What follows belongs to an exercise in optimizing a design on an open flow for small area, a short achievable clock period and few clock cycles; a production flow would make more cautious choices.
At most, simulation tests tie the RTL to the original design; equivalence was not proved.
Function not checked in runs 1, 2 and 5: the RTL went through the layout flow alone.

==> flow/design.v <==
module dekoder64
(
	input             clk,
	input             load,    
	input             phase,   
	input      [31:0] d,
	input      [31:0] s,       
	input      [7:0]  c1,      
	input      [7:0]  c2,
	input      [31:0] ky,
	output reg [31:0] x,
	output reg [31:0] d1
);
	function [31:0] addf;
		input [31:0] x, y;
		input        ci;
		reg   [31:0] g, p, p0;
		integer i, d;
		begin
			p0 = x ^ y;
			g  = x & y;
			p  = p0;
			g[0] = g[0] | (p[0] & ci);
			for (d = 1; d < 32; d = d * 2)
				for (i = 2*d - 1; i < 32; i = i + 2*d) begin
					g[i] = g[i] | (p[i] & g[i-d]);
					p[i] = p[i] & p[i-d];
				end
			for (d = 8; d >= 1; d = d / 2)
				for (i = 3*d - 1; i < 32; i = i + 2*d) begin
					g[i] = g[i] | (p[i] & g[i-d]);
					p[i] = p[i] & p[i-d];
				end
			addf = p0 ^ {g[30:0], ci};
		end
	endfunction
	reg [31:0] d2, d3, t;
	reg        ld, ph;
	reg  [7:0]  c1r;
	wire [31:0] kx = ph ? 32'h68756c6b : {16'h7468, c1r, c2};
	wire [31:0] f = addf(x << 4, kx, 1'b0) ^ addf(x, s, 1'b0) ^ addf(x >> 5, ky, 1'b0);
	always @(posedge clk) begin
		ld  <= load;
		ph  <= phase;
		c1r <= c1;
		t  <= f;
		d1 <= x;
		d2 <= d1;
		d3 <= d2;
		x  <= ld ? d : addf(d3, ~t, 1'b1);
	end
endmodule
module keygen
(
	input  [39:0] hi,     
	output [39:0] next,
	output        last    
);
	function [7:0] step;
		input [7:0] c;
		begin
			if (c == 8'd122)     step = 8'd32;
			else if (c == 8'd32) step = 8'd65;
			else                 step = c + 8'd1;
		end
	endfunction
	wire [4:0] sp;
	genvar i;
	generate for (i = 0; i < 5; i = i + 1) begin : g
		assign sp[i] = (hi[39-8*i -: 8] == 8'd32);
		if (i == 0) begin : g0
			assign next[39 -: 8] = step(hi[39 -: 8]);
		end else begin : gn
			assign next[39-8*i -: 8] = &sp[i-1:0] ? step(hi[39-8*i -: 8]) : hi[39-8*i -: 8];
		end
	end endgenerate
	assign last = &sp;
endmodule
module kombajn
(
	input              rst,
	input              clk,
	input              start,
	input      [63:0]  data,
	input      [47:0]  start_key,
	output reg         busy,
	output reg         found,
	output     [127:0] keyout
);
localparam P = 8;
localparam B = 2 * P;                  
localparam [31:0] MAGIC = 32'h25706466;
localparam [31:0] DELTA = 32'h9e3779b9;
localparam [31:0] SUM0  = 32'hc6ef3720;
localparam [31:0] K1    = 32'h20697320;
reg  [63:0] data_reg;
reg  [7:0]  c1_raw;        
reg  [39:0] hi;            
reg  [1:0]  blk;           
reg  [3:0]  so;            
reg         first;         
reg  [7:0]  cnt;
reg  [31:0] sum;
reg  [31:0] ky;            
reg  [31:0] d;             
reg  [47:0] kout;
wire [39:0] hi_next;
wire        hi_last;
keygen kg (.hi(hi), .next(hi_next), .last(hi_last));
assign keyout = {80'h68756c6b206973207468, kout};
wire [5:0] pos0 = (c1_raw == 8'd32) ? 6'd58 : c1_raw[5:0] - 6'd1;    
function [7:0] chr;
	input [5:0] pos;
	chr = (pos == 6'd58) ? 8'd32 : {2'b01, pos} + 8'd1;
endfunction
wire accept   = start & ~busy;
wire [7:0] cn = ~busy ? 8'd129 : (cnt == 8'd131) ? 8'd0 : cnt + 8'd1;    
wire load_n   = (cn == 8'd129) | (cn == 8'd130) | (cn == 8'd131) | (cn == 8'd0);
wire [B-1:0] match;
wire [B-1:0] valid;
wire [7:0]   c1 [0:B-1];
genvar i;
generate for (i = 0; i < P; i = i + 1) begin : lane
	wire [5:0] pa = {blk, i[2:0], 1'b0};
	assign c1[2*i]   = chr(pa);
	assign c1[2*i+1] = chr(pa | 6'd1);
	wire [31:0] x, d1;
	dekoder64 u (.clk(clk), .load(load_n), .phase(cn[1]), .d(d), .s(sum),
	             .c1(cn[0] ? c1[2*i+1] : c1[2*i]), .c2(hi[39:32]), .ky(ky),
	             .x(x), .d1(d1));
	assign match[2*i]   = (d1 == MAGIC);
	assign match[2*i+1] = (x == MAGIC);
	assign valid[2*i]   = (2*i >= so) && (pa <= 6'd58);
	assign valid[2*i+1] = (2*i+1 >= so) && (pa <= 6'd57);
end endgenerate
wire [B-1:0] hit = match & valid;
reg [7:0] hit_c1;
integer j;
always @(*) begin
	hit_c1 = c1[0];
	for (j = B - 1; j >= 0; j = j - 1)
		if (hit[j]) hit_c1 = c1[j];
end
wire eval     = busy & ~first & (cnt == 8'd129);
wire any_hit  = |hit;
wire last_blk = (blk == 2'd3);
wire finish   = eval & (any_hit | (hi_last & last_blk));
always @(posedge clk or posedge rst) begin
	if (rst) begin
		busy  <= 1'b0;
		found <= 1'b0;
	end else if (accept) begin
		busy  <= 1'b1;
		found <= 1'b0;
	end else if (finish) begin
		busy  <= 1'b0;
		found <= any_hit;
	end
end
always @(posedge clk) begin
	cnt <= cn;
	if (~busy) begin
		data_reg <= data;
		c1_raw   <= start_key[47:40];
		hi       <= start_key[39:0];
		first    <= 1'b1;
	end else if (cnt == 8'd129) begin
		if (first) begin
			blk   <= pos0[5:4];
			so    <= pos0[3:0];
			first <= 1'b0;
		end else begin
			so  <= 4'd0;
			blk <= blk + 2'd1;
			if (last_blk)
				hi <= hi_next;
		end
	end
	if (~busy)
		d <= data[31:0];
	else
		d <= (cn == 8'd129 || cn == 8'd130) ? data_reg[31:0] : data_reg[63:32];
	ky <= cn[1] ? K1 : hi[31:0];
	if (cnt == 8'd131)
		sum <= SUM0;
	else if (cnt[1:0] == 2'd3)
		sum <= sum - DELTA;
	if (finish & any_hit)
		kout <= {hit_c1, hi};
end
endmodule
==> flow/run.sh <==
#!/bin/bash
# synth_recipe.tcl (not shown) runs the flow's synth.tcl, then flattens the netlist and writes it again
# the make line also repeats each setting of config.mk as NAME=value (left out here)
make -C /OpenROAD-flow-scripts/flow DESIGN_CONFIG=/design/flow/config.mk WORK_HOME=/design/flow/orfs CLKGATE_MAP_FILE= SYNTH_SCRIPT=/design/flow/synth_recipe.tcl finish
==> flow/config.mk <==
export PLATFORM = sky130hd
export DESIGN_NAME = kombajn
export DESIGN_NICKNAME = kombajn
export VERILOG_FILES = /design/flow/design.v
export SDC_FILE = /design/flow/constraint.sdc
export NUM_CORES = 4
export LEC_CHECK = 0
export CAP_MARGIN = 20
export CORE_MARGIN = 2
export CORE_UTILIZATION = 60
export SETUP_SLACK_MARGIN = 4.5
export SLEW_MARGIN = 20
==> flow/constraint.sdc <==
create_clock -name core_clock -period 8.0 [get_ports {clk}]
set_input_delay 1.6000 -clock core_clock [delete_from_list [all_inputs] [get_ports {clk}]]
set_output_delay 1.6000 -clock core_clock [all_outputs]
set_load 0.01 [all_outputs]
==> summary.txt, run 1 <==
The clock passes through at most 3 buffers. The number of I/O port buffers came out at 164. The overall die area is around 140,000 um^2. Of all flip-flops after synthesis, the portion carrying an async set or reset was 0.128%. The count of flip-flops with a built-in enable after synthesis came out at between 150 and 200. The synthesized instance count is 7,427. The HPWL after detailed placement is 192,000 um. The tree built by TritonCTS fans out to 1,567 sinks.

The post-synthesis average cell area came out at 10.9 um^2. The horizontal die dimension came out at 372 um. The number of inserted filler cells in the final layout is ~9,300. The overall via count from detail_route came out at 58,700. During synthesis, Yosys emitted a total of 3 warnings.

The DRC violation count after routing is 0. The remaining antenna violation count came out at 0. The top fanout value on the critical path came out at 7. The startpoint identified for the worst register-to-register timing path is cnt[1]. The all-layer global routing usage came out at 36.5%. STA classifies the critical path endpoint as a flip-flop. Summed over all layers, the routed wires come to about 260,000 um. The worst register-to-register path has a setup slack of approximately 4.0 ns.

Setup violations remaining at the end of the flow were counted as 0. The area used by sequential logic in the layout is ~33,000 um^2. The timing endpoint of the critical path is lane[7].u.t[26]. The count of hold-fix buffers inserted at cts came out at 0.

The clock transition time at the flip-flop clock pins of the worst setup and hold paths is 0.06 ns. The share of the clock period used by the worst path after layout came out at 50.1%. The height of the die is between 300 and 400 um.

After synthesis the cells add up to 81,200 um^2. The highest attainable clock frequency is 0.249 GHz. The maximum number of pins on one net before global-route repair is approximately 130.

Leaving out fill and tap cells, the most frequent cell in the layout is sky130_fd_sc_hd__dfxtp_1. The top cell types in the final layout, fill and taps aside, are sky130_fd_sc_hd__dfxtp_1 (1,295), sky130_fd_sc_hd__ha_1 (804), sky130_fd_sc_hd__xnor2_1 (684), sky130_fd_sc_hd__inv_1 (640), sky130_fd_sc_hd__a21oi_1 (385). The worst reg2reg path depth came out at 15. Pin placement for this block handled around 250 I/O pins. The unique cell type count in the Yosys netlist came out at 80.

The via count of the first global-routing pass is 59,800. The final critical delay including setup and external delays is about 4.0 ns. The fraction of final layout cells sized beyond drive strength 1 is 17.4%. The normalized max-slew margin is 19.8%. For this run the aggregate overflow at the end of global routing stands at 0. The run finished with no timing, DRC or antenna violations. Tracing the worst setup path back leads to its startpoint at cnt[1]. The number of cell rows came out at 134. The number of antenna violations at the first check in global routing is 10. The critical path startpoint category is a flip-flop. The final weighted congestion in routability-driven placement came out at just under 1. Across all hold checks on the routed design, the worst slack comes to 0.314 ns. The total clock buffers created by CTS came out at 162. sky130_fd_sc_hd__dfxtp_1 takes more of the synthesized area than any other cell. The tree is rooted in a sky130_fd_sc_hd__clkbuf_16. The final count of pins violating max slew came out at 0. Ranked by total cell area, the synthesized netlist is headed by sky130_fd_sc_hd__dfxtp_1 (34%), sky130_fd_sc_hd__ha_1 (13%), sky130_fd_sc_hd__fa_1 (11%). The number of nets in the layout is 9,499. The clock tree from TritonCTS is done. The actual transition at the worst max-transition pin came out at 1.20 ns. The via density per instance is roughly 5.9. The per-cell routed wire length came out at approximately 26 um.

The initial core utilization is 60.6%. The hold violation total from the final report came out at 0. Across the run, the number of max-cap violations was 0. The number of detailed-routing iterations run before antenna repair is 6. The min-delay analysis places its worst path in the category flip-flop to flip-flop. The slack of the critical path came out at 3.99 ns. Setup total negative slack on the finished layout was measured at 0 ns. In this run, the number of DRC markers left after iteration 0 of detailed routing was ~4,500.

The latest clock arrival within the worst-skew pair is roughly 0.81 ns. After floorplanning, the core was sized to cover 134,000 um^2. Setup repair after global routing could not meet its margin everywhere. The data arrival time of the critical path is 4.71 ns. The area used by multi-input combinational logic came out at 49,600 um^2. The worst clock skew came out at 0.0277 ns. The proportion of synthesized chip area in sequential cells came out at 40.7%.

The number of H-tree levels is 4. The required time at the endpoint of the critical path is approximately 8.7 ns. The kind of critical path is flip-flop to flip-flop.

The number of flip-flops and latches in the synthesized netlist is roughly 1,600. The final core utilization came out at 73.4%. The setup slack after placement is 3.02 ns.

From synthesis to final layout, the design area changed by 21.1%. The endpoint identified for the worst register-to-register timing path is lane[7].u.t[26]. The first global-routing pass estimated 368,000 um of wire.

In this run the biggest area consumer among cell types represents 34.5% of the synthesized area. The leading register cell type out of synthesis is sky130_fd_sc_hd__dfxtp_1.
## layer usage
| layer | GRT usage (%) | vias up | share of wire, % |
|---|---|---|---|
| met3 | 5.94 | 691 | 6.7 |
| met1 | 45.0 | 29100 | 39 |
| met5 | 0 | - | 0 |
| met2 | 59.9 | 2290 | 47 |
| met4 | 22.7 | 0 | 7.4 |
| li1 | - | 26600 | - |
## cells in the mapped netlist (all sizes together) (27+ instances only)
master	number
nor2	335
a211oi	27
clkbuf	60
nor3	70
ha	870
a21o	189
nor4	41
and3	39
o21a	128
nand2	219
buf	93
dfxtp	1399
nor2b	73
nand4	69
nand3	84
edfxtp	166
nor4bb	28
fa	448
and2	50
nand2b	96
mux2i	33
a21oi	434
o21bai	32
inv	665
o21ai	356
xnor2	806
nor4b	44
xor2	220
a31oi	48
## worst max-delay path: stages (launching register included)
cell                       delay [ns]
sky130_fd_sc_hd__dfxtp_4         0.42
sky130_fd_sc_hd__buf_6           0.15
sky130_fd_sc_hd__or2_4           0.34
sky130_fd_sc_hd__ha_4            0.24
sky130_fd_sc_hd__nor2b_4         0.12
sky130_fd_sc_hd__o31a_1          0.30
sky130_fd_sc_hd__o41ai_4         0.34
sky130_fd_sc_hd__a211oi_2        0.15
sky130_fd_sc_hd__a21o_1          0.24
sky130_fd_sc_hd__a211oi_2        0.30
sky130_fd_sc_hd__a21o_1          0.26
sky130_fd_sc_hd__inv_2           0.06
sky130_fd_sc_hd__and3_4          0.18
sky130_fd_sc_hd__fa_2            0.57
sky130_fd_sc_hd__xnor2_1         0.13
sky130_fd_sc_hd__xnor2_1         0.09
## area by class of cell
| cell class | count | share of cell area [%] |
|---|---|---|
| Clock buffer | 220 | 4.69 |
| Timing Repair Buffer | 546 | 5.19 |
| Sequential cell | 1567 | 33.8 |
| Multi-Input combinational cell | 5124 | 50.5 |
| Clock inverter | 81 | 1.01 |
| Tap cell | 1768 | 2.25 |
| Antenna cell | 5 | 0.0127 |
| Inverter | 665 | 2.56 |
## metrics by stage
stage	cells	instance area [um^2]
6_report	9976	98300
5_1_grt	9971	98300
4_1_cts	9856	95600
3_5_place_dp	9361	85300
3_3_place_gp	9361	85300
2_1_floorplan	7506	81700
## what timing repair did
action,4_1_cts,5_1_grt
cloned,3,3
setup endpoints to repair,345,281
gates resized for setup,693,336
pin swaps,401,424
buffers inserted,191,112
## cells by family (layout without fill, tap and decap cells)
| family | Yosys count | in the layout | share of synthesized area [%] |
|---|---|---|---|
| xor+xnor | 1026 | 1026 | 11.1 |
| flops | 1567 | 1567 | 40.7 |
| buf+inv | 818 | 1512 | 4.17 |
| compound gates | 1448 | 1451 | 11.4 |
| simple gates | 1214 | 1214 | 7.79 |
| fa+ha+maj | 1318 | 1318 | 24.4 |
| other cells | 2 | 86 | 0.00925 |
| mux | 34 | 34 | 0.421 |
## worst min path at each step
stage                startpoint                to  depth (start not counted)
2_1_floorplan   lane[0].u.d2[0]   lane[0].u.d3[0]                          0
6_report       lane[1].u.d2[30]  lane[1].u.d3[30]                          0
3_3_place_gp    lane[4].u.d2[4]   lane[4].u.d3[4]                          0
3_5_place_dp    lane[3].u.d2[4]   lane[3].u.d3[4]                          0
5_1_grt        lane[6].u.d2[31]  lane[6].u.d3[31]                          0
4_1_cts        lane[1].u.d2[30]  lane[1].u.d3[30]                          0
==> run 2, diff against run 1 <==
--- a/flow/config.mk
+++ b/flow/config.mk
@@ -8,5 +8,5 @@
 export CAP_MARGIN = 20
 export CORE_MARGIN = 2
-export CORE_UTILIZATION = 60
+export CORE_UTILIZATION = 40
 export SETUP_SLACK_MARGIN = 4.5
 export SLEW_MARGIN = 20
==> run 2 against run 1 <==
Effect of this change:
- still clean
- maximum frequency up 0.45%
- die area is 49% higher
- via count shrank 0.51%
- clock-buffer cell count up 5
- critical endpoint is now lane[6].u.t[31]
==> summary.txt, run 2 <==
The clock period could shrink to 3.99 ns. Cells with a size suffix above 1 make up between 10% and 20% of the layout. The count of flip-flops with a built-in enable after synthesis is 166. Relative to the synthesized area, the layout overhead comes to 24.3%. Yosys instantiated no cell more often than sky130_fd_sc_hd__dfxtp_1. The setup slack after placement is 2.71 ns. The post-detailed-placement cell area came out at 86,500 um^2.

For this configuration, the core starts out at a cell density of 40.2%. Traced cell by cell, the critical path runs through nor2b_4 > buf_12 > buf_12 > ha_4 > inv_2 > fa_2 > nor2b_4 > o21ai_4 > a21boi_2 > o211ai_1 > a211oi_2 > a21oi_2 > o21ai_2 > a311o_1 > buf_4 > a211oi_2 > ha_2 > xnor2_2 > xnor2_1 > xnor2_1. The HPWL after detailed placement is 206,000 um. The DRC violation count after routing is 0. After detailed routing, the average wire length per cell comes to approximately 25 um. The worst setup path is launched from a flip-flop. After clock tree synthesis, the clock-pin slew on the worst setup and hold paths is 0.06 ns.

The number of warnings issued by yosys is 3. The number of maximum-capacitance constraint violations came out at 0. By area the synthesized netlist is led by sky130_fd_sc_hd__dfxtp_1 (34%), sky130_fd_sc_hd__ha_1 (13%), sky130_fd_sc_hd__fa_1 (11%). TritonCTS built the clock tree. The required time at the endpoint of the critical path came out at 8.78 ns. The total of endpoints with negative setup slack in the final report is 0. The count of hold-fix buffers inserted at cts is 0. The number of antenna violations at the first check in global routing came out at 20. The top-level port count came out at 245.

The run finished with no timing, DRC or antenna violations. On the worst path, the slowest cell contributes a delay of 0.45 ns. The synthesized netlist occupies a cell area of between 80,000 and 90,000 um^2.

The area of all placed cells without fillers is 101,000 um^2. The hold violation total from the final report is 0. The worst reg2reg path depth came out at 20.

Setup repair after global routing could not meet its margin everywhere. Clock tree synthesis inserted a total of approximately 170 buffers. The slack of the critical path is about 4 ns.

The latest clock arrival within the worst-skew pair is 0.85 ns. The number of I/O port buffers came out at 164. The worst hold path was traced through 0 stages.

The horizontal die dimension is 455 um. The number of nets in the layout came out at 9,533. The via count of the first global-routing pass came out at ~60,000. The overflow left after global routing came out at 0. The kind of critical path is flip-flop to flip-flop. After the first detailed-routing iteration, the DRC count stood at 3,928. After technology mapping, the gate count stands at approximately 7,400. The number of cell rows came out at roughly 170.

Registers take roughly 33,000 um^2. Clock tree synthesis selected as its root buffer the cell sky130_fd_sc_hd__clkbuf_16. The highest attainable clock frequency is 0.251 GHz. The worst clock skew is 0.0463 ns. The number of sinks driven by the clock tree came out at roughly 1,600.

The proportion of synthesized chip area in sequential cells came out at 40.7%. The total negative setup slack came out at 0 ns. sky130_fd_sc_hd__dfxtp_1 takes more of the synthesized area than any other cell. In this run, distinct cell masters in the synthesized netlist total 80. The final count of pins violating max slew came out at 0. On the critical path, the stage with the largest delay is an instance of sky130_fd_sc_hd__edfxtp_1. The all-layer global routing usage is 25.8%. The overall die area is 207,000 um^2. The remaining antenna violation count came out at 0.

The number of inserted filler cells in the final layout came out at 17,800. The top fanout value on the critical path came out at 6. The most used flip-flop cell after synthesis is sky130_fd_sc_hd__dfxtp_1. The area used by multi-input combinational logic came out at between 50,000 and 60,000 um^2. The number of flip-flops and latches in the synthesized netlist came out at 1,567. The post-synthesis average cell area is 10.9 um^2. Data on the critical path arrives at its endpoint at 4.77 ns. The commonest cells after synthesis are sky130_fd_sc_hd__dfxtp_1 (1,399), sky130_fd_sc_hd__ha_1 (870), sky130_fd_sc_hd__xnor2_1 (806). The worst pin sits at a relative slew slack of between 10% and 20%. The floorplan step set the die height to 455 um.

The overall via count from detail_route came out at ~60,000. The most common cell after layout, fill and taps aside is sky130_fd_sc_hd__dfxtp_1. Dividing the detail-routed via count by the number of cells gives 5.35. The area of the core region came out at approximately 200,000 um^2. The number of buffers on the longest clock path came out at 3. The global-route wire length before repair is 390,000 um. In the finished design, the share of the clock period the worst path needs comes to between 40% and 50%. In this run the biggest area consumer among cell types represents 34.5% of the synthesized area. The number of detailed-routing iterations run before antenna repair is 5.

The final layout contains routed wiring with a total length of ~270,000 um. The critical path capture point type is a flip-flop. The maximum number of pins on one net before global-route repair is 110. The path type of the worst min-delay path is flip-flop to flip-flop. The post-synthesis async set-or-reset flop share is 0.128%. At the pin with the least slew margin, the transition time is 1.22 ns.

The H-tree was split into 4 levels. The final weighted congestion in routability-driven placement came out at around 0.95. Leaving out fill and tap cells, the most frequent cells in the layout are sky130_fd_sc_hd__dfxtp_1 (1,305), sky130_fd_sc_hd__ha_1 (796), sky130_fd_sc_hd__xnor2_1 (640), sky130_fd_sc_hd__inv_1 (638), sky130_fd_sc_hd__a21oi_1 (377).

[run 2: metal layers]
layer / global-route usage, % / routed length [um] / part of all wire [%] / vias up
li1: - / - / - / 26700
met3: 4.02 / 16400 / 6.1 / 642
met2: 42.5 / 126000 / 46 / 2027
met5: 0 / 27 / 0.010 / -
met4: 13.6 / 15600 / 5.8 / 4
met1: 32.6 / 113000 / 42 / 29000
[run 2: stage by stage]
step	utilization, %	cells	hold slack [ns]
finish	50.0	10900	0.302
global placement	42.8	10300	0.310
floorplan	-	7506	0.310
CTS	48.5	10800	0.291
global route	50.0	10900	0.304
detailed placement	42.8	10300	0.312
[run 2: cell type report]
class,instances,share of cell area (%)
multi-input combinational,5124,49.9
sequential,1567,32.9
timing repair buffer,575,5.40
clock buffer,225,4.74
tap,2672,3.31
inverter,665,2.49
clock inverter,80,1.22
antenna,4,0.00992
[run 2: worst max-delay path, delay by kind of cell, from the launching register on]
kind | cells | cell delay [ns]
compound gates | 8 | 1.74
fa+ha+maj | 3 | 0.61
xor+xnor | 3 | 0.41
flops | 1 | 0.45
simple gates | 2 | 0.23
buf+inv | 4 | 0.49
[run 2: path summary, 6_finish.rpt]
kind,endpoint,slack [ns],start
worst max register to register,lane[6].u.t[31],4.01,hi[36]
min in group asynchronous,busy,0.89,rst
worst min register to register,lane[1].u.d3[7],0.30,lane[1].u.d2[7]
max in group asynchronous,busy,6.98,rst
worst max-delay path,lane[6].u.t[31],4.01,hi[36]
worst min-delay path,lane[1].u.d3[7],0.30,lane[1].u.d2[7]
[run 2: cell families after synthesis]
group           share of synthesized area (%)
compound gates                           11.4
xor+xnor                                 11.1
fa+ha+maj                                24.4
buf+inv                                  4.17
flops                                    40.7
mux                                     0.421
other cells                           0.00925
simple gates                             7.79
[run 2: repair_timing]
item                       4_1_cts  5_1_grt
hold endpoints to repair         0        0
setup buffers                  220      109
gates cloned                     6        0
resized for setup              770      404
pin swaps                      437      477
setup endpoints to repair      347      269
==> run 3, diff against run 2 <==
--- a/flow/design.v
+++ b/flow/design.v
@@ -104,9 +104,9 @@
 reg  [31:0] ky;            
 reg  [31:0] d;             
-reg  [47:0] kout;
+reg  [7:0]  kc1;           
 wire [39:0] hi_next;
 wire        hi_last;
 keygen kg (.hi(hi), .next(hi_next), .last(hi_last));
-assign keyout = {80'h68756c6b206973207468, kout};
+assign keyout = {80'h68756c6b206973207468, kc1, hi};
 wire [5:0] pos0 = (c1_raw == 8'd32) ? 6'd58 : c1_raw[5:0] - 6'd1;    
 function [7:0] chr;
@@ -135,10 +135,10 @@
 end endgenerate
 wire [B-1:0] hit = match & valid;
-reg [7:0] hit_c1;
+reg [3:0] hit_q;
 integer j;
 always @(*) begin
-	hit_c1 = c1[0];
+	hit_q = 4'd0;
 	for (j = B - 1; j >= 0; j = j - 1)
-		if (hit[j]) hit_c1 = c1[j];
+		if (hit[j]) hit_q = j;
 end
 wire eval     = busy & ~first & (cnt == 8'd129);
@@ -160,8 +160,9 @@
 always @(posedge clk) begin
 	cnt <= cn;
+	if (accept)
+		hi <= start_key[39:0];
 	if (~busy) begin
 		data_reg <= data;
 		c1_raw   <= start_key[47:40];
-		hi       <= start_key[39:0];
 		first    <= 1'b1;
 	end else if (cnt == 8'd129) begin
@@ -170,5 +171,5 @@
 			so    <= pos0[3:0];
 			first <= 1'b0;
-		end else begin
+		end else if (~any_hit) begin
 			so  <= 4'd0;
 			blk <= blk + 2'd1;
@@ -187,5 +188,5 @@
 		sum <= sum - DELTA;
 	if (finish & any_hit)
-		kout <= {hit_c1, hi};
+		kc1 <= chr({blk, hit_q});
 end
 endmodule
--- a/flow/config.mk
+++ b/flow/config.mk
@@ -8,5 +8,6 @@
 export CAP_MARGIN = 20
 export CORE_MARGIN = 2
-export CORE_UTILIZATION = 40
+export CORE_UTILIZATION = 60
+export CTS_BUF_LIST = sky130_fd_sc_hd__clkbuf_4
 export SETUP_SLACK_MARGIN = 4.5
 export SLEW_MARGIN = 20
==> run 3 against run 2 <==
Effect of this change:
- non-clock buffer count is 4 higher
- register-to-register slack worse by 0.30 ns
- sequential share of layout area is 0.14 points higher
- routed wire length is 3.8% lower
- die area is 34% lower
- hold slack worse by 0.033 ns
- via count is 4.7% higher
- critical path depth is 3 lower
- synthesized cell count is 0.71% higher
- worst setup slack worse by 0.30 ns
- global-route usage is 12 points higher
==> summary.txt, run 3 <==
The detail route stage leaves a number of antenna-violating nets equal to 0. The number of antenna violations at the first check in global routing was 10. The total of endpoints with negative setup slack in the final report came out at 0. The per-cell routed wire length came out at around 25 um. STA classifies the critical path startpoint as a flip-flop.

The library cells used most frequently in the layout, excluding fill and tap cells, are sky130_fd_sc_hd__dfxtp_1 (1,343), sky130_fd_sc_hd__ha_1 (818), sky130_fd_sc_hd__xnor2_1 (659), sky130_fd_sc_hd__inv_1 (607), sky130_fd_sc_hd__clkbuf_4 (539). The all-layer global routing usage came out at 37.6%. After synthesis, the most frequently instantiated cells are sky130_fd_sc_hd__dfxtp_1 (1,408), sky130_fd_sc_hd__ha_1 (871), sky130_fd_sc_hd__xnor2_1 (770). The via density per instance came out at 5.87. The actual transition at the worst max-transition pin is 1.21 ns.

The maximum number of pins on one net before global-route repair is 147. In the synthesized netlist, the number of instances is between 7,000 and 8,000. The number of maximum-capacitance constraint violations came out at 0. The final count of pins violating max slew came out at 0. The highest attainable clock frequency is between 0.2 and 0.25 GHz. The height of the die is 370 um. The number of H-tree levels is 5. Clock tree synthesis selected as its root buffer the cell sky130_fd_sc_hd__clkbuf_4.

The post-synthesis cell area came out at 80,400 um^2. During I/O placement, the number of pins put on the boundary was 245. Hold is met by 0.269 ns. The most common cell after layout, fill and taps aside is sky130_fd_sc_hd__dfxtp_1. The clock transition time at the flip-flop clock pins of the worst setup and hold paths came out at 0.07 ns. In the post-synthesis netlist, the biggest area contributors are sky130_fd_sc_hd__dfxtp_1 (35%), sky130_fd_sc_hd__ha_1 (14%), sky130_fd_sc_hd__fa_1 (11%). Sequential cells were found to cover 39.5% of the synthesized design area. The number of detailed-routing iterations run before antenna repair came out at 6. After routing, the total negative slack on setup checks comes to 0 ns. The fraction of final layout cells sized beyond drive strength 1 is 21.4%. In this run the tightest slew margin relative to its limit is approximately 19%. In this run the cell area measured after placement is 84,500 um^2. After floorplanning, the core was divided into 134 placement rows. The critical path capture point type is a flip-flop. The post-synthesis average cell area came out at 10.8 um^2. The overall die area came out at 137,000 um^2. Of the post-synthesis cell area, the dominant cell type holds 35.1%. The final weighted congestion in routability-driven placement came out at approximately 1.0.

The area of the core region is 133,000 um^2. The critical path goes through nor2b_4 > buf_6 > ha_4 > fa_2 > a21o_1 > a21o_1 > a2111oi_4 > o31ai_2 > o311a_1 > a31o_1 > a211o_1 > nor2_4 > nor2_2 > and3_4 > fa_2 > xnor2_2 > xnor2_1. Detailed routing inserted a total of a little over 60,000 vias. The total overflow left after global routing is 0. The hold violation total from the final report is 0. Counting the buffers created by CTS gives 396. The number of flip-flops and latches in the synthesized netlist came out at 1,528.

The post-synthesis async set-or-reset flop share came out at 0.131%. The via count of the first global-routing pass came out at 62,900. The area of all placed cells without fillers is 96,500 um^2. Yosys instantiated no cell more often than sky130_fd_sc_hd__dfxtp_1. The global-route wire length before repair is 379,000 um. The unique cell type count in the Yosys netlist came out at 91. The overall routed net length came out at 260,000 um. In the routed design, unresolved DRC markers number 0. On the final layout, the worst clock skew is 0.113 ns. The later pin in the worst-skew pair is clocked with a latency of 1.39 ns.

The final critical delay including setup and external delays is approximately 4.3 ns. Once the floorplan was initialized, standard cells occupied between 60% and 70% of the core. For the worst setup path, the data arrival time is 5.57 ns. The number of nets in the layout is ~9,800. Setup repair after global routing could not meet its margin everywhere.

The required time at the endpoint of the critical path came out at 9.28 ns. Dividing the final minimum period by the clock period gives 53.6%. The flow ran to the end and the layout has no timing, DRC or antenna violations. In the synthesized netlist the dominant register cell turns out to be sky130_fd_sc_hd__dfxtp_1. The number of sinks driven by the clock tree came out at 1,528.

By startpoint and endpoint, the worst setup path is classified as flip-flop to flip-flop. The number of I/O port buffers came out at 164. The top fanout value on the critical path came out at 6.

The horizontal die dimension came out at 370 um. The HPWL after detailed placement came out at around 200,000 um. The area growth from synthesis to final layout is 20.0%. On the worst path, the slowest cell contributes a delay of 0.55 ns. The number of buffers on the longest clock path came out at 4.

The detailed router finished its first iteration with about 4,600 violations. The cell type with the highest aggregate area in the netlist is sky130_fd_sc_hd__dfxtp_1. The path type of the worst min-delay path is flip-flop to flip-flop.

TritonCTS built the clock tree. The number of warnings issued by yosys is 3. The slowest stage of the critical path is the sky130_fd_sc_hd__fa_2 cell. The count of flip-flops with a built-in enable after synthesis is 118.
run 3: cell count changes in the layout (fill, tap and decap cells not counted), moves of 38 or more:
cell,before,now
sky130_fd_sc_hd__a21o_1,186,256
sky130_fd_sc_hd__buf_2,0,41
sky130_fd_sc_hd__buf_4,289,329
sky130_fd_sc_hd__clkbuf_16,173,0
sky130_fd_sc_hd__clkbuf_4,1,539
sky130_fd_sc_hd__clkdlybuf4s50_1,161,114
sky130_fd_sc_hd__clkinv_1,0,88
sky130_fd_sc_hd__dfxtp_1,1305,1343
sky130_fd_sc_hd__edfxtp_1,166,118
sky130_fd_sc_hd__nand2_1,215,285
sky130_fd_sc_hd__nor2_1,317,253
sky130_fd_sc_hd__o21a_1,127,46
sky130_fd_sc_hd__xnor2_2,164,108
run 3: cell families (layout without fill, tap and decap cells):
group                      count (synthesis)  after routing  share of synthesized area [%]
DFF                                     1528           1528                           39.5
xor gates and xnor gates                1008           1008                           11.0
other                                      2             98                        0.00934
adders and majority gates               1319           1319                           24.7
and+or+nand+nor                         1281           1281                           8.49
buffers and inverters                    794           1862                           4.10
AOI/OAI and AO/OA                       1507           1507                           11.7
muxes                                     41             41                          0.510
run 3: worst max-delay path, delay by kind of cell, from the launching register on:
kind	cells	cell delay [ns]
xor gates and xnor gates	2	0.23
DFF	1	0.37
buffers and inverters	1	0.14
and+or+nand+nor	4	0.60
adders and majority gates	3	1.05
AOI/OAI and AO/OA	7	1.84
run 3: path summary, 6_finish.rpt:
kind	start	cells after the start	slack, ns	to
min reg2reg	lane[2].u.d2[21]	0	0.27	lane[2].u.d3[21]
max	hi[36]	17	3.71	lane[0].u.t[26]
max in group asynchronous	rst	2	7.42	busy
max reg2reg	hi[36]	17	3.71	lane[0].u.t[26]
min	lane[2].u.d2[21]	0	0.27	lane[2].u.d3[21]
min in group asynchronous	rst	2	0.44	found
run 3: routing by layer:
layer | track usage, % | vias to the layer above | part of all wire (%)
li1 | - | 27600 | -
met1 | 46.0 | 30000 | 39
met2 | 61.3 | 2627 | 47
met3 | 6.52 | 786 | 7.1
met4 | 24.6 | 0 | 7.5
met5 | 0 | - | 0
run 3: timing repair:
action / 4_1_cts / 5_1_grt
endpoints found under the setup margin: 467 / 310
gates cloned: 3 / 0
hold buffers: 0 / 0
pin swaps: 458 / 428
resized for setup: 936 / 295
setup buffers: 232 / 108
run 3: final cells by class:
cell class,instances,area (um^2)
Clock buffer,539,4050
Clock inverter,117,597
Inverter,627,2360
Antenna cell,18,45.0
Multi-Input combinational cell,5236,50300
Fill cell,9878,36800
Tap cell,1768,2210
Sequential cell,1528,31900
Timing Repair Buffer,579,5080
run 3: stage by stage:
step / setup slack (ns) / utilization, % / std cells
CTS: 3.74 / 70.7 / 10300
finish: 3.71 / 72.4 / 10400
detailed placement: 2.40 / 63.4 / 9395
global placement: 2.40 / 63.4 / 9395
floorplan: 3.17 / - / 7558
global route: 3.63 / 72.4 / 10400
Testbench counts of run 3, summed over its fixed seeds: cycles 109,024.
==> run 4, diff against run 3 <==
--- a/flow/config.mk
+++ b/flow/config.mk
@@ -9,5 +9,4 @@
 export CORE_MARGIN = 2
 export CORE_UTILIZATION = 60
-export CTS_BUF_LIST = sky130_fd_sc_hd__clkbuf_4
 export SETUP_SLACK_MARGIN = 4.5
 export SLEW_MARGIN = 20
==> run 4 against run 3 <==
Effect of this change:
- still clean on timing, DRC and antenna
- critical endpoint is now lane[2].u.t[31]
- via count fell by 2.9%
- global-route usage fell by 0.31 points
- largest cell class unchanged
- critical path depth unchanged
- worst setup slack improved by 0.074 ns
- core utilization is 0.54 points higher
- non-clock buffer count down 23
- critical path type unchanged
==> summary.txt, run 4 <==
From bottom edge to top edge, the die measures between 300 and 400 um. The area growth from synthesis to final layout came out at 20.9%. Headroom to the max-slew limit came out at 22.6%. The worst path meets setup with 3.79 ns of slack. In the detailed route, the total length drawn on met2 is 120,000 um. The via count of the first global-routing pass came out at 60,500. The tree is rooted in a sky130_fd_sc_hd__clkbuf_16. The number of maximum-capacitance constraint violations is 0.

The detailed-route wire length on metal 1 came out at 102,000 um. The count of hold-fix buffers inserted at cts is 0. Detailed placement ended at an HPWL of between 150,000 and 200,000 um. The actual transition at the worst max-transition pin is 1.16 ns. The latest clock arrival within the worst-skew pair is 0.83 ns. During synthesis, Yosys emitted a total of 3 warnings. The horizontal die dimension is 370 um.

The required time at the endpoint of the critical path is 8.75 ns. Timing analysis after detailed placement gives a worst setup slack of 2.40 ns. The top fanout value on the critical path came out at 7. The DRC violation count after routing came out at 0. STA classifies the critical path endpoint as a flip-flop. The final critical delay including setup and external delays came out at 4.21 ns. The share of the clock period used by the worst path after layout came out at 52.7%. The H-tree generated during clock tree synthesis spans 4 levels. The leading register cell type out of synthesis is sky130_fd_sc_hd__dfxtp_1. The worst reg2reg path depth came out at 17. The routed wire length on met3 is 18,100 um. Cells fill 73.0% of the core in the end. The synthesized netlist contains 91 unique library cells.

The count of flip-flops with a built-in enable after synthesis is 118. The critical path is of the flip-flop to flip-flop type. Data on the critical path arrives at its endpoint at 4.96 ns. The global-route wire length before repair came out at 374,000 um.

Buffers inserted during clock tree synthesis total 160. The number of antenna violations at the first check in global routing came out at 14.

The final non-filler cell total came out at 10,000. The initialized floorplan defines 134 standard-cell rows. Between clock sinks in the finished design, the worst skew comes to approximately 0.028 ns. The biggest area contributor in the post-synthesis netlist is sky130_fd_sc_hd__dfxtp_1. The worst hold path was traced through 0 stages. The overflow left after global routing is 0. The final weighted congestion in routability-driven placement came out at 1.00.

The number of nets in the layout is 9,543. The post-synthesis cell area is roughly 80,000 um^2. The hold violation total from the final report is 0.

After detailed routing, no signal wire sits above met5. The proportion of synthesized chip area in sequential cells came out at 39.5%. The number of detailed-routing iterations run before antenna repair is 6. The critical path goes through nor2b_4 > ha_4 > fa_2 > a21o_1 > a21o_1 > a2111oi_4 > o211ai_1 > a31o_1 > a21o_1 > a211oi_4 > a21oi_2 > a41o_1 > o41ai_2 > ha_2 > xnor2_1 > xnor2_1 > xnor2_1.

The overall via count from detail_route is 59,300. Ranked by instance count, the synthesized netlist is headed by sky130_fd_sc_hd__dfxtp_1 (1,408), sky130_fd_sc_hd__ha_1 (871), sky130_fd_sc_hd__xnor2_1 (770). The synthesized design devotes to its leading area cell type around a third of total area.

The critical path's slowest cell is sky130_fd_sc_hd__dfxtp_4. The all-layer global routing usage came out at 37.3%. In the layout the commonest cells are sky130_fd_sc_hd__dfxtp_1 (1,344), sky130_fd_sc_hd__ha_1 (811), sky130_fd_sc_hd__xnor2_1 (667), sky130_fd_sc_hd__inv_1 (605), sky130_fd_sc_hd__a21oi_1 (367).

After synthesis, the cell types taking the most area are sky130_fd_sc_hd__dfxtp_1 (35%), sky130_fd_sc_hd__ha_1 (14%), sky130_fd_sc_hd__fa_1 (11%). The number of sinks driven by the clock tree is about 1,500. The DRC violation total after the first TritonRoute iteration is 4,519. The synthesized design contains 1,528 register bits. TritonCTS built the clock tree. The path type of the worst min-delay path is flip-flop to flip-flop.

The total of endpoints with negative setup slack in the final report is 0. On the worst path, the slowest cell contributes a delay of 0.44 ns. Among all cell types in the netlist, the one instantiated most often is sky130_fd_sc_hd__dfxtp_1.

The area of the core region came out at 133,000 um^2. Timing would allow up to around 0.24 GHz. The remaining antenna violation count came out at 0.

The floorplan step defined a die boundary enclosing around 140,000 um^2. In this run the tool buffered the top-level ports with roughly 160 buffer cells. Entering global routing, the biggest net connects 147 pins. The number of buffers on the longest clock path is 3. The run finished with no timing, DRC or antenna violations. The library cell used most frequently in the layout, excluding fill and tap cells, is sky130_fd_sc_hd__dfxtp_1. The final count of pins violating max slew came out at 0.

The via density per instance came out at 5.92. The synthesized instance count came out at 7,480. The critical path startpoint category is a flip-flop. The post-synthesis average cell area came out at 10.8 um^2. Setup repair after global routing could not meet its margin everywhere. After synthesis, the share of flip-flops with an asynchronous set or reset is 0.131%. The per-cell routed wire length is 25.9 um. The top-level port count came out at roughly 250. Once the floorplan was initialized, standard cells occupied 60.3% of the core. The final hold slack came out at 0.316 ns. The number of placed cells counting well taps came out at ~9,400. The total negative setup slack came out at 0 ns. The overall routed net length is 259,000 um. The clock transition time at the flip-flop clock pins of the worst setup and hold paths came out at around 0.070 ns. After routing the design area is between 90,000 and 100,000 um^2. Cells with a size suffix above 1 make up 17.8% of the layout.

The post-detailed-placement cell area came out at 84,500 um^2.
[run 4: cell counts after synthesis]
No cell type changed its count.
[run 4: path summary, 6_finish.rpt]
check	startpoint	end	slack, ns
max	cnt[1]	lane[2].u.t[31]	3.79
min	lane[2].u.d2[28]	lane[2].u.d3[28]	0.32
max reg2reg	cnt[1]	lane[2].u.t[31]	3.79
min reg2reg	lane[2].u.d2[28]	lane[2].u.d3[28]	0.32
max in group asynchronous	rst	busy	6.91
min in group asynchronous	rst	found	0.96
[run 4: final cells by class]
cell class | instances | area, um^2
Inverter | 627 | 2360
Sequential cell | 1528 | 31900
Clock inverter | 63 | 731
Clock buffer | 231 | 4660
Antenna cell | 7 | 17.5
Fill cell | 9519 | 36000
Tap cell | 1768 | 2210
Timing Repair Buffer | 556 | 5050
Multi-Input combinational cell | 5236 | 50300
[run 4: layer usage]
metal  vias up  GRT usage (%)
met5         -              0
met4         2           23.0
met3       731           5.84
met2      2366           61.3
met1     29300           46.2
li1      26900              -
[run 4: logic make-up (layout without fill, tap and decap cells)]
| group | after synthesis | count (layout) | share of synthesized area [%] |
|---|---|---|---|
| muxes | 41 | 41 | 0.510 |
| AOI/OAI and AO/OA | 1507 | 1507 | 11.7 |
| adders and majority gates | 1319 | 1319 | 24.7 |
| DFF | 1528 | 1528 | 39.5 |
| xor gates and xnor gates | 1008 | 1008 | 11.0 |
| other | 2 | 87 | 0.00934 |
| and+or+nand+nor | 1281 | 1281 | 8.49 |
| buffers and inverters | 794 | 1477 | 4.10 |
[run 4: critical path: cells and delay by family, from the launching register on]
kind | cells | cell delay [ns]
fa+ha+maj | 3 | 0.78
flops | 1 | 0.44
xor+xnor | 3 | 0.43
compound gates | 10 | 2.34
simple gates | 1 | 0.13
[run 4: what timing repair did]
item / in CTS / in global routing
gates resized for setup: 721 / 314
setup endpoints to repair: 456 / 289
buffers inserted: 202 / 115
pin swaps: 459 / 429
cloned: 1 / 2
==> run 5, diff against run 4 <==
--- a/flow/design.v
+++ b/flow/design.v
@@ -3,5 +3,5 @@
 	input             clk,
 	input             load,    
-	input             phase,   
+	input             sync,    
 	input      [31:0] d,
 	input      [31:0] s,       
@@ -15,26 +15,10 @@
 		input [31:0] x, y;
 		input        ci;
-		reg   [31:0] g, p, p0;
-		integer i, d;
-		begin
-			p0 = x ^ y;
-			g  = x & y;
-			p  = p0;
-			g[0] = g[0] | (p[0] & ci);
-			for (d = 1; d < 32; d = d * 2)
-				for (i = 2*d - 1; i < 32; i = i + 2*d) begin
-					g[i] = g[i] | (p[i] & g[i-d]);
-					p[i] = p[i] & p[i-d];
-				end
-			for (d = 8; d >= 1; d = d / 2)
-				for (i = 3*d - 1; i < 32; i = i + 2*d) begin
-					g[i] = g[i] | (p[i] & g[i-d]);
-					p[i] = p[i] & p[i-d];
-				end
-			addf = p0 ^ {g[30:0], ci};
-		end
+		addf = x + y + ci;
 	endfunction
 	reg [31:0] d2, d3, t;
-	reg        ld, ph;
+	reg        ld;
+	reg [1:0]  lc;      
+	wire       ph = lc[1];    
 	reg  [7:0]  c1r;
 	wire [31:0] kx = ph ? 32'h68756c6b : {16'h7468, c1r, c2};
@@ -42,5 +26,5 @@
 	always @(posedge clk) begin
 		ld  <= load;
-		ph  <= phase;
+		lc  <= sync ? 2'd1 : lc + 2'd1;
 		c1r <= c1;
 		t  <= f;
@@ -104,4 +88,6 @@
 reg  [31:0] ky;            
 reg  [31:0] d;             
+reg         hitr;          
+reg  [3:0]  hq;            
 reg  [7:0]  kc1;           
 wire [39:0] hi_next;
@@ -126,5 +112,5 @@
 	assign c1[2*i+1] = chr(pa | 6'd1);
 	wire [31:0] x, d1;
-	dekoder64 u (.clk(clk), .load(load_n), .phase(cn[1]), .d(d), .s(sum),
+	dekoder64 u (.clk(clk), .load(load_n), .sync(~busy), .d(d), .s(sum),
 	             .c1(cn[0] ? c1[2*i+1] : c1[2*i]), .c2(hi[39:32]), .ky(ky),
 	             .x(x), .d1(d1));
@@ -142,8 +128,7 @@
 		if (hit[j]) hit_q = j;
 end
-wire eval     = busy & ~first & (cnt == 8'd129);
-wire any_hit  = |hit;
+wire eval     = busy & ~first & (cnt == 8'd130);
 wire last_blk = (blk == 2'd3);
-wire finish   = eval & (any_hit | (hi_last & last_blk));
+wire finish   = eval & (hitr | (hi_last & last_blk));
 always @(posedge clk or posedge rst) begin
 	if (rst) begin
@@ -155,5 +140,5 @@
 	end else if (finish) begin
 		busy  <= 1'b0;
-		found <= any_hit;
+		found <= hitr;
 	end
 end
@@ -167,9 +152,14 @@
 		first    <= 1'b1;
 	end else if (cnt == 8'd129) begin
+		hitr <= |hit;
+		hq   <= hit_q;
 		if (first) begin
 			blk   <= pos0[5:4];
 			so    <= pos0[3:0];
+		end
+	end else if (cnt == 8'd130) begin
+		if (first)
 			first <= 1'b0;
-		end else if (~any_hit) begin
+		else if (~hitr) begin
 			so  <= 4'd0;
 			blk <= blk + 2'd1;
@@ -187,6 +177,6 @@
 	else if (cnt[1:0] == 2'd3)
 		sum <= sum - DELTA;
-	if (finish & any_hit)
-		kc1 <= chr({blk, hit_q});
+	if (finish & hitr)
+		kc1 <= chr({blk, hq});
 end
 endmodule
--- a/flow/config.mk
+++ b/flow/config.mk
@@ -9,4 +9,4 @@
 export CORE_MARGIN = 2
 export CORE_UTILIZATION = 60
-export SETUP_SLACK_MARGIN = 4.5
+export SETUP_SLACK_MARGIN = 5
 export SLEW_MARGIN = 20
==> run 5 against run 4 <==
Effect of this change:
- still clean on timing, DRC and antenna
- worst setup slack better by 0.61 ns
- global-route usage grew 8.1 points
==> summary.txt, run 5 <==
By area, the combinational part of the netlist is dominated by compound AO/OA/AOI/OAI gates. By instance count, the leading cell after synthesis is sky130_fd_sc_hd__dfxtp_1. For this run, the register share of the synthesized area comes to 37.4%.

The worst setup path is captured at a flip-flop. Leaving out fill and tap cells, the most frequent cell in the layout is sky130_fd_sc_hd__dfxtp_1. Yosys attributes the largest share of cell area to sky130_fd_sc_hd__dfxtp_1 (33%), sky130_fd_sc_hd__ha_1 (13%), sky130_fd_sc_hd__xnor2_1 (12%).

The die covers 147,000 um^2. The worst reg2reg path depth came out at 15. Global routing consumed, over all layers together, 45.4% of the routing resources. The critical path goes through buf_12 > or2_4 > fa_2 > a21oi_4 > o22ai_4 > o41ai_4 > o21ai_2 > a21o_1 > a31oi_2 > o211ai_1 > buf_4 > nand4_1 > xnor2_1 > xnor2_1 > xnor2_1.

The buffers plus inverters on the worst setup path came out at 2. The post-synthesis average cell area is 9.45 um^2. The number of detailed-routing iterations run before antenna repair is 7.

CTS placed an instance of sky130_fd_sc_hd__clkbuf_16 at the clock tree root. The final count of pins violating max slew is 0. By count the netlist is led by sky130_fd_sc_hd__dfxtp_1 (1,424), sky130_fd_sc_hd__xnor2_1 (1,148), sky130_fd_sc_hd__ha_1 (872). The worst hold path passes through 0 cells. The xor/xnor cell area share of the yosys netlist is 14.6%. The cell area that synthesis handed to floorplanning was 86,300 um^2. The cell count after synthesis came out at 9,135. The min-delay analysis places its worst path in the category flip-flop to flip-flop. The setup slack after placement is 3.70 ns. At the end of the flow, the number of nets in the layout was 11,000. The data arrival time of the critical path is 4.33 ns. The overall routed net length came out at ~350,000 um.

In the synthesized netlist the dominant register cell turns out to be sky130_fd_sc_hd__dfxtp_1. In this run, synthesis produced a sequential element count of 1,549. In the layout the commonest cells are sky130_fd_sc_hd__dfxtp_1 (1,295), sky130_fd_sc_hd__xnor2_1 (1,069), sky130_fd_sc_hd__ha_1 (720), sky130_fd_sc_hd__a21oi_1 (561), sky130_fd_sc_hd__buf_4 (480).

The number of cell rows is 139. The post-synthesis async set-or-reset flop share is 0.129%. The global-route wire length before repair is 485,000 um.

The latest clock arrival within the worst-skew pair came out at 0.84 ns. TritonCTS built the clock tree. Static timing analysis puts the maximum clock frequency at 0.278 GHz.

On the worst path, the slowest cell contributes a delay of about 0.41 ns. The horizontal die dimension came out at 383 um. The DRC violation count after routing came out at 0. During placement, the flow inserted port buffers numbering approximately 160. The via count of the first global-routing pass is around 73,000. In the final timing run, aggregate negative setup slack is 0 ns. The run finished with no timing, DRC or antenna violations.

After clock tree synthesis, the clock-pin slew on the worst setup and hold paths is 0.06 ns. The area of the core region is roughly 140,000 um^2. The slack of the critical path is approximately 4.4 ns. The total clock buffers created by CTS is 159. The area growth from synthesis to final layout is 25.6%. In this design, the critical path's most frequently occurring cell is sky130_fd_sc_hd__xnor2_1. The cell type with the highest aggregate area in the netlist is sky130_fd_sc_hd__dfxtp_1. The initial core utilization is 60.3%.

The number of inserted filler cells in the final layout came out at 9,884. Measured against its own limit, the worst slew margin works out to ~17%. At the pin with the least slew margin, the transition time is 1.23 ns.

The via density per instance came out at 6.48. The height of the die is between 300 and 400 um. The final core utilization came out at 75.7%. The slowest stage of the critical path belongs to the cell sky130_fd_sc_hd__dfxtp_4. Setup repair after global routing could not meet its margin everywhere. The hold path startpoint is lane[0].u.d2[10].

The fraction of final layout cells sized beyond drive strength 1 is roughly a fifth. After synthesis, the share of cell area in mux cells is 0.526%. The overflow left after global routing came out at 0. The share of synthesized area in the top cell type comes to 33.0%. The total of endpoints with negative setup slack in the final report is 0.

The maximum number of pins on one net before global-route repair came out at 92. The worst setup path is launched from a flip-flop.

The overall via count from detail_route is ~80,000. Max-cap violations in this run came to 0. The hold violation total from the final report is 0. The count of flip-flops with a built-in enable after synthesis came out at 123. The startpoint identified for the worst register-to-register timing path is hi[37]. The DRC violation total after the first TritonRoute iteration came out at 9,726. Of the available clock period, the critical path in the final layout requires 45.0%.

The number of H-tree levels came out at 4. Among cell families on the critical path, the largest total delay comes from compound AO/OA/AOI/OAI gates. The HPWL after detailed placement is 229,000 um.

The simple-gate share of the synthesized area is 12.4%. The synthesized netlist devotes 13.4% of its cell area to adder and majority cells. The per-cell routed wire length came out at 29.1 um.

In this run the worst path has a maximum fanout of 5. The worst setup path is of the flip-flop to flip-flop kind. The most critical setup path has its startpoint at hi[37]. In this run the remaining antenna-violating nets after routing total 0. The required time at the endpoint of the critical path is 8.73 ns. The unique cell type count in the Yosys netlist is 103. The number of antenna violations at the first check in global routing came to 68. The synthesized-area fraction occupied by ao, oa, aoi and oai cells came out at a little under a fifth. The worst clock skew came out at around 0.051 ns. The number of gates on the worst path with buffers counted came out at 15. The number of warnings issued by yosys is 3.

The clock drives ~1,500 sinks. For this design the top-level I/O count stands at 245. The final weighted congestion in routability-driven placement is 1.04. No sink is reached through more buffers than the 3 on the longest clock path. The smallest clock period supported by the final layout is computed as about 3.6 ns.
run 5: cell types whose count changed after synthesis, moves of 53 or more:
cell                       before   now
sky130_fd_sc_hd__a21o_1       257   433
sky130_fd_sc_hd__o21bai_1      48   109
sky130_fd_sc_hd__nand2_1      300   473
sky130_fd_sc_hd__nor2_1       280   473
sky130_fd_sc_hd__xnor2_1      770  1148
sky130_fd_sc_hd__o21ai_0      374   587
sky130_fd_sc_hd__fa_1         448    32
sky130_fd_sc_hd__nor3_1        76   129
sky130_fd_sc_hd__inv_1        624   436
sky130_fd_sc_hd__nand3_1       99   155
sky130_fd_sc_hd__nor2b_1       58   127
sky130_fd_sc_hd__a21oi_1      435   696
sky130_fd_sc_hd__o21a_1        46   105
run 5: through the flow:
stage                     instance area (um^2)  hold slack (ns)  std cells
after CTS                               103000            0.297      11800
final                                   108000            0.292      12100
after global placement                   91000            0.310      11200
after floorplan                          87400            0.310       9213
after global routing                    108000            0.295      12100
after detailed placement                 91000            0.312      11200
run 5: kinds of logic after synthesis:
family	Yosys count
adder cells (fa/ha/maj)	904
buffers and inverters	633
AND/OR/NAND/NOR	2060
flip-flops	1549
other	2
AO/OA/AOI/OAI	2515
XOR/XNOR	1427
multiplexers	45
run 5: metal layers:
| layer | global-route usage (%) | vias up | part of all wire (%) |
|---|---|---|---|
| met1 | 56.7 | 37400 | 37 |
| li1 | - | 34500 | - |
| met4 | 37.7 | 32 | 9.0 |
| met5 | 0 | - | 0.060 |
| met2 | 62.7 | 5302 | 40 |
| met3 | 15.3 | 1412 | 13 |
run 5: worst paths after layout:
kind / end / slack (ns)
max: lane[5].u.t[26] / 4.40
min: lane[0].u.d3[10] / 0.29
max reg2reg: lane[5].u.t[26] / 4.40
min reg2reg: lane[0].u.d3[10] / 0.29
max in group asynchronous: busy / 6.87
min in group asynchronous: busy / 0.97
run 5: repair_timing:
action | 4_1_cts | 5_1_grt
hold buffers | 0 | 0
setup endpoints to repair | 397 | 295
endpoints found under the hold margin | 0 | 0
pin swaps | 462 | 532
cloned | 4 | 3
buffers inserted | 382 | 188
gates resized for setup | 1043 | 648
run 5: worst reg2reg max path, stage by stage, from the launching register on:
cell and delay (ns):
sky130_fd_sc_hd__dfxtp_4 0.41, sky130_fd_sc_hd__buf_12 0.18, sky130_fd_sc_hd__or2_4 0.27, sky130_fd_sc_hd__fa_2 0.39, sky130_fd_sc_hd__a21oi_4 0.21, sky130_fd_sc_hd__o22ai_4 0.11
sky130_fd_sc_hd__o41ai_4 0.28, sky130_fd_sc_hd__o21ai_2 0.10, sky130_fd_sc_hd__a21o_1 0.22, sky130_fd_sc_hd__a31oi_2 0.22, sky130_fd_sc_hd__o211ai_1 0.29, sky130_fd_sc_hd__buf_4 0.25
sky130_fd_sc_hd__nand4_1 0.11, sky130_fd_sc_hd__xnor2_1 0.14, sky130_fd_sc_hd__xnor2_1 0.15, sky130_fd_sc_hd__xnor2_1 0.18
run 5: cell type report:
type / count / area [um^2] / area share, %
sequential: 1549 / 32600 / 30.0
inverter: 437 / 1650 / 1.52
clock inverter: 81 / 991 / 0.914
timing repair buffer: 820 / 7670 / 7.08
multi-input combinational: 7034 / 58300 / 53.8
antenna: 92 / 230 / 0.212
clock buffer: 213 / 4630 / 4.27
tap: 1903 / 2380 / 2.20
==> run 6, diff against run 5 <==
--- a/flow/design.v
+++ b/flow/design.v
@@ -81,6 +81,5 @@
 reg  [7:0]  c1_raw;        
 reg  [39:0] hi;            
-reg  [1:0]  blk;           
-reg  [3:0]  so;            
+reg  [6:0]  p;             
 reg         first;         
 reg  [7:0]  cnt;
@@ -95,8 +94,13 @@
 keygen kg (.hi(hi), .next(hi_next), .last(hi_last));
 assign keyout = {80'h68756c6b206973207468, kc1, hi};
-wire [5:0] pos0 = (c1_raw == 8'd32) ? 6'd58 : c1_raw[5:0] - 6'd1;    
+wire [6:0] pos0 = (c1_raw == 8'd32) ? 7'd123 : c1_raw[6:0];
 function [7:0] chr;
-	input [5:0] pos;
-	chr = (pos == 6'd58) ? 8'd32 : {2'b01, pos} + 8'd1;
+	input [6:0] p;
+	input [6:0] q;
+	reg   [6:0] s;
+	begin
+		s   = p + q;
+		chr = (s == 7'd123) ? 8'd32 : {1'b0, s};
+	end
 endfunction
 wire accept   = start & ~busy;
@@ -105,18 +109,14 @@
 wire [B-1:0] match;
 wire [B-1:0] valid;
-wire [7:0]   c1 [0:B-1];
 genvar i;
 generate for (i = 0; i < P; i = i + 1) begin : lane
-	wire [5:0] pa = {blk, i[2:0], 1'b0};
-	assign c1[2*i]   = chr(pa);
-	assign c1[2*i+1] = chr(pa | 6'd1);
 	wire [31:0] x, d1;
 	dekoder64 u (.clk(clk), .load(load_n), .sync(~busy), .d(d), .s(sum),
-	             .c1(cn[0] ? c1[2*i+1] : c1[2*i]), .c2(hi[39:32]), .ky(ky),
+	             .c1(chr(p, 2*i + cn[0])), .c2(hi[39:32]), .ky(ky),
 	             .x(x), .d1(d1));
 	assign match[2*i]   = (d1 == MAGIC);
 	assign match[2*i+1] = (x == MAGIC);
-	assign valid[2*i]   = (2*i >= so) && (pa <= 6'd58);
-	assign valid[2*i+1] = (2*i+1 >= so) && (pa <= 6'd57);
+	assign valid[2*i]   = (p <= 123 - 2*i);
+	assign valid[2*i+1] = (p <= 122 - 2*i);
 end endgenerate
 wire [B-1:0] hit = match & valid;
@@ -129,5 +129,5 @@
 end
 wire eval     = busy & ~first & (cnt == 8'd130);
-wire last_blk = (blk == 2'd3);
+wire last_blk = (p >= 124 - B);         
 wire finish   = eval & (hitr | (hi_last & last_blk));
 always @(posedge clk or posedge rst) begin
@@ -155,6 +155,5 @@
 		hq   <= hit_q;
 		if (first) begin
-			blk   <= pos0[5:4];
-			so    <= pos0[3:0];
+			p <= pos0;
 		end
 	end else if (cnt == 8'd130) begin
@@ -162,8 +161,9 @@
 			first <= 1'b0;
 		else if (~hitr) begin
-			so  <= 4'd0;
-			blk <= blk + 2'd1;
-			if (last_blk)
+			if (last_blk) begin
+				p  <= 7'd65;
 				hi <= hi_next;
+			end else
+				p <= p + B;
 		end
 	end
@@ -178,5 +178,5 @@
 		sum <= sum - DELTA;
 	if (finish & hitr)
-		kc1 <= chr({blk, hq});
+		kc1 <= chr(p, {3'b000, hq});
 end
 endmodule
==> run 6 against run 5 <==
Effect of this change:
- flip-flop and latch count rose by 42
- die area rose by 1.8%
- first-iteration DRC count fell by 6.3%
- highest routed layer unchanged
- non-clock buffer count rose by 80
- register-to-register slack got worse by 0.22 ns
- via count rose by 1.6%
- still clean
- global-route usage rose by 1.1 points
- cell count rose by 1.5%
==> summary.txt, run 6 <==
The flow ran to the end and the layout has no timing, DRC or antenna violations. Synthesis instantiated 103 different standard cells from the library. The via density per instance came out at 6.49. The adder-cell area share of the yosys netlist is 13.4%. In the synthesized netlist the dominant register cell turns out to be sky130_fd_sc_hd__dfxtp_1. The latest clock arrival within the worst-skew pair came out at 0.86 ns.

The top-level port count is between 200 and 250. The synthesized netlist occupies a cell area of 87,800 um^2. The tree is rooted in a sky130_fd_sc_hd__clkbuf_16.

Across every metal layer, demand over resource in global routing totals between 40% and 50%. The data arrival time of the critical path came out at 4.60 ns. The clock tree from TritonCTS is done.

The number of antenna violations at the first check in global routing is 46. Entering global routing, the biggest net connects 66 pins. The xor/xnor cell area share of the yosys netlist came out at roughly 15%. The most common cell after layout, fill and taps aside is sky130_fd_sc_hd__dfxtp_1. The required time at the endpoint of the critical path is between 8 and 9 ns. Prior to clock tree synthesis, the placed netlist has a worst setup slack of 3.33 ns. The worst pin sits at a relative slew slack of 16.3%. After synthesis, the largest family of logic cells by area is compound AO/OA/AOI/OAI gates. The number of detailed-routing iterations run before antenna repair is 8. After synthesis, the share of flip-flops with an asynchronous set or reset is less than 1%. The number of nets in the layout came out at about 11,000. The number of H-tree levels is 4.

The proportion of synthesized chip area in sequential cells came out at 37.7%. The number of warnings issued by yosys came out at 3. The number of sinks driven by the clock tree is 1,591. The slack of the critical path came out at 4.17 ns.

The share of the clock period used by the worst path after layout came out at 47.8%. The synthesized-area fraction occupied by ao, oa, aoi and oai cells came out at a little under a fifth. The overflow left after global routing came out at 0. Max-cap violations in this run came to 0.

In this run the worst path has a maximum fanout of 22. The portion of synthesized cell area occupied by the leading cell type is 33.4%. The worst setup path is of the flip-flop to flip-flop kind. The first global-routing pass estimated 507,000 um of wire.

Ranked by total cell area, the synthesized netlist is headed by sky130_fd_sc_hd__dfxtp_1 (33%), sky130_fd_sc_hd__ha_1 (13%), sky130_fd_sc_hd__xnor2_1 (12%). The via count of the first global-routing pass came out at 75,400. Port buffering added approximately 160 buffers.

The top cell types in the final layout, fill and taps aside, are sky130_fd_sc_hd__dfxtp_1 (1,329), sky130_fd_sc_hd__xnor2_1 (1,096), sky130_fd_sc_hd__ha_1 (736), sky130_fd_sc_hd__a21oi_1 (573), sky130_fd_sc_hd__buf_4 (554). The total negative setup slack is 0 ns. The path class of the tightest hold or removal check is flip-flop to flip-flop. The share of synthesized area spent on multiplexers came out at 0.493%. The number of cell rows is 140.

The height of the die came out at between 300 and 400 um. The count of hold-fix buffers inserted at cts came out at 0. The number of flip-flops and latches in the synthesized netlist is 1,591. The final weighted congestion in routability-driven placement is 1.06. The overall routed net length came out at between 300,000 and 400,000 um. The highest attainable clock frequency came out at around 0.26 GHz. The horizontal die dimension came out at 387 um. The per-cell routed wire length is 29.8 um. The number of buffers on the longest clock path came out at 3. In the routed design, unresolved DRC markers number 0. The total clock buffers created by CTS came out at 161. The die covers 149,000 um^2. The actual transition at the worst max-transition pin came out at 1.25 ns. STA classifies the critical path endpoint as a flip-flop. The DRC violation total after the first TritonRoute iteration came out at 9,113.

The worst setup path is launched from a flip-flop. Setup repair after global routing could not meet its margin everywhere. The total of endpoints with negative setup slack in the final report came out at 0.

The synthesized instance count is 9,253. The most common cell in the netlist is sky130_fd_sc_hd__dfxtp_1. The remaining antenna violation count came out at 0. The final count of pins violating max slew came to 0.

The clock transition time at the flip-flop clock pins of the worst setup and hold paths is 0.06 ns. The hold violation total from the final report is 0. The count of flip-flops with a built-in enable after synthesis came out at 123.

A synthesized cell averages 9.49 um^2. The cell type with the highest aggregate area in the netlist is sky130_fd_sc_hd__dfxtp_1.

The detailed router placed 79,900 vias in this run. The initial core utilization is between 60% and 70%. The simple-gate share of the synthesized area came out at 11.9%. The final critical delay including setup and external delays is 3.83 ns. The wire-length estimate of the detail-placed layout is 243,000 um.

The area of the core region is 146,000 um^2. The worst clock skew is 0.0307 ns. Compared with the post-synthesis result, the final layout area differs by 26.3%. By count the netlist is led by sky130_fd_sc_hd__dfxtp_1 (1,466), sky130_fd_sc_hd__xnor2_1 (1,180), sky130_fd_sc_hd__ha_1 (887). Of the cells placed in the final design, the portion with a size suffix greater than 1 is between 20% and 30%.
## run 6: cell types whose count changed in the layout (fill, tap and decap cells not counted), moves of 21 or more
cell / change
sky130_fd_sc_hd__dfxtp_1: +34
sky130_fd_sc_hd__a21oi_2: -28
sky130_fd_sc_hd__dfxtp_2: +21
sky130_fd_sc_hd__a21o_1: +29
sky130_fd_sc_hd__buf_4: +74
sky130_fd_sc_hd__xnor2_1: +27
## run 6: layer usage
metal / track usage, % / up-vias / routed length (um)
met5: 0 / - / 73
met4: 38.5 / 10 / 36800
met3: 14.0 / 1610 / 47700
met2: 68.2 / 5570 / 151000
met1: 56.0 / 37800 / 130000
li1: - / 34900 / -
## run 6: logic make-up (layout without fill, tap and decap cells)
| family | count (synthesis) | in the layout |
|---|---|---|
| AOI/OAI and AO/OA | 2561 | 2561 |
| xor gates and xnor gates | 1459 | 1459 |
| adders and majority gates | 920 | 920 |
| buffers and inverters | 665 | 1645 |
| DFF | 1591 | 1591 |
| muxes | 43 | 43 |
| other | 2 | 162 |
| and+or+nand+nor | 2012 | 2012 |
## run 6: final timing paths
kind                             startpoint                to  slack, ns  depth (start not counted)
max                                  ky[27]   lane[1].u.t[30]       4.17                          7
min                        lane[4].u.d2[24]  lane[4].u.d3[24]       0.32                          0
max reg2reg                          ky[27]   lane[1].u.t[30]       4.17                          7
min reg2reg                lane[4].u.d2[24]  lane[4].u.d3[24]       0.32                          0
max in group asynchronous               rst              busy       6.96                          2
min in group asynchronous               rst              busy       0.91                          2
## run 6: stage by stage
stage | utilization (%) | std cells | hold slack, ns | instance area, um^2
after floorplan | - | 9332 | 0.310 | 89100
after global placement | 63.7 | 11300 | 0.310 | 92700
after detailed placement | 63.7 | 11300 | 0.312 | 92700
after CTS | 73.2 | 12000 | 0.322 | 107000
after global routing | 76.1 | 12200 | 0.326 | 111000
final | 76.2 | 12300 | 0.322 | 111000
## run 6: worst max-delay path, cell delays in order (launching register included)
cell	delay, ns
sky130_fd_sc_hd__dfxtp_1	0.30
sky130_fd_sc_hd__buf_4	0.61
sky130_fd_sc_hd__and2_1	1.02
sky130_fd_sc_hd__nand2_1	0.78
sky130_fd_sc_hd__a21oi_1	0.46
sky130_fd_sc_hd__a41oi_2	0.09
sky130_fd_sc_hd__xnor2_1	0.28
sky130_fd_sc_hd__xnor2_1	0.14
## run 6: repair_timing
action / CTS / global route
setup buffers: 427 / 210
endpoints found under the hold margin: 0 / 0
gates resized for setup: 1190 / 500
gates cloned: 3 / 1
pin swaps: 565 / 525
endpoints found under the setup margin: 474 / 330
## run 6: final cells by class
type	count	area (um^2)
clock buffers	219	4530
flip-flops and latches	1591	33400
well taps	1917	2400
inverters	452	1720
clock inverters	74	1050
repair buffers	900	8370
diodes	81	203
fillers	9834	34600
multi-input cells	7076	59300
Testbench counts of run 6, summed over its fixed seeds: cycles 104,268.

==> port drivers added, routing unchanged <==
Ports are ideal in the flow. The routed layouts listed here were re-timed in OpenROAD.
Step 1 (the two cells are an assumption about what drives the block):
set clk [get_ports {clk}]
set_driving_cell -lib_cell sky130_fd_sc_hd__clkbuf_16 $clk
set_driving_cell -lib_cell sky130_fd_sc_hd__buf_2 [delete_from_list [all_inputs] $clk]
Step 2 also shifts input and output timing later by t, the mid clock arrival at the registers, as if the neighbouring blocks saw the same clock.
Three values: ideal ports, drivers, drivers and shift; two values: the first two.
run | t, ns | setup slack, ns | latest minus earliest clock arrival (ns)
run 1 | 0.885 | 3.991 / 3.991 / 3.991 | 0.030 / 0.029
run 2 | 0.923 | 4.009 / 4.009 / 4.009 | 0.046 / 0.047
run 3 | 1.409 | 3.712 / 3.712 / 3.712 | 0.124 / 0.124
run 4 | 0.899 | 3.786 / 3.786 / 3.786 | 0.031 / 0.031
run 5 | 0.907 | 4.398 / 4.398 / 4.307 | 0.051 / 0.051
run 6 | 0.933 | 4.174 / 4.174 / 4.174 | 0.033 / 0.032
After both steps every run listed still meets setup and hold. The setup slack of run 5, which loses most, moves by 0.000 ns with the drivers and by -0.091 ns with both steps.
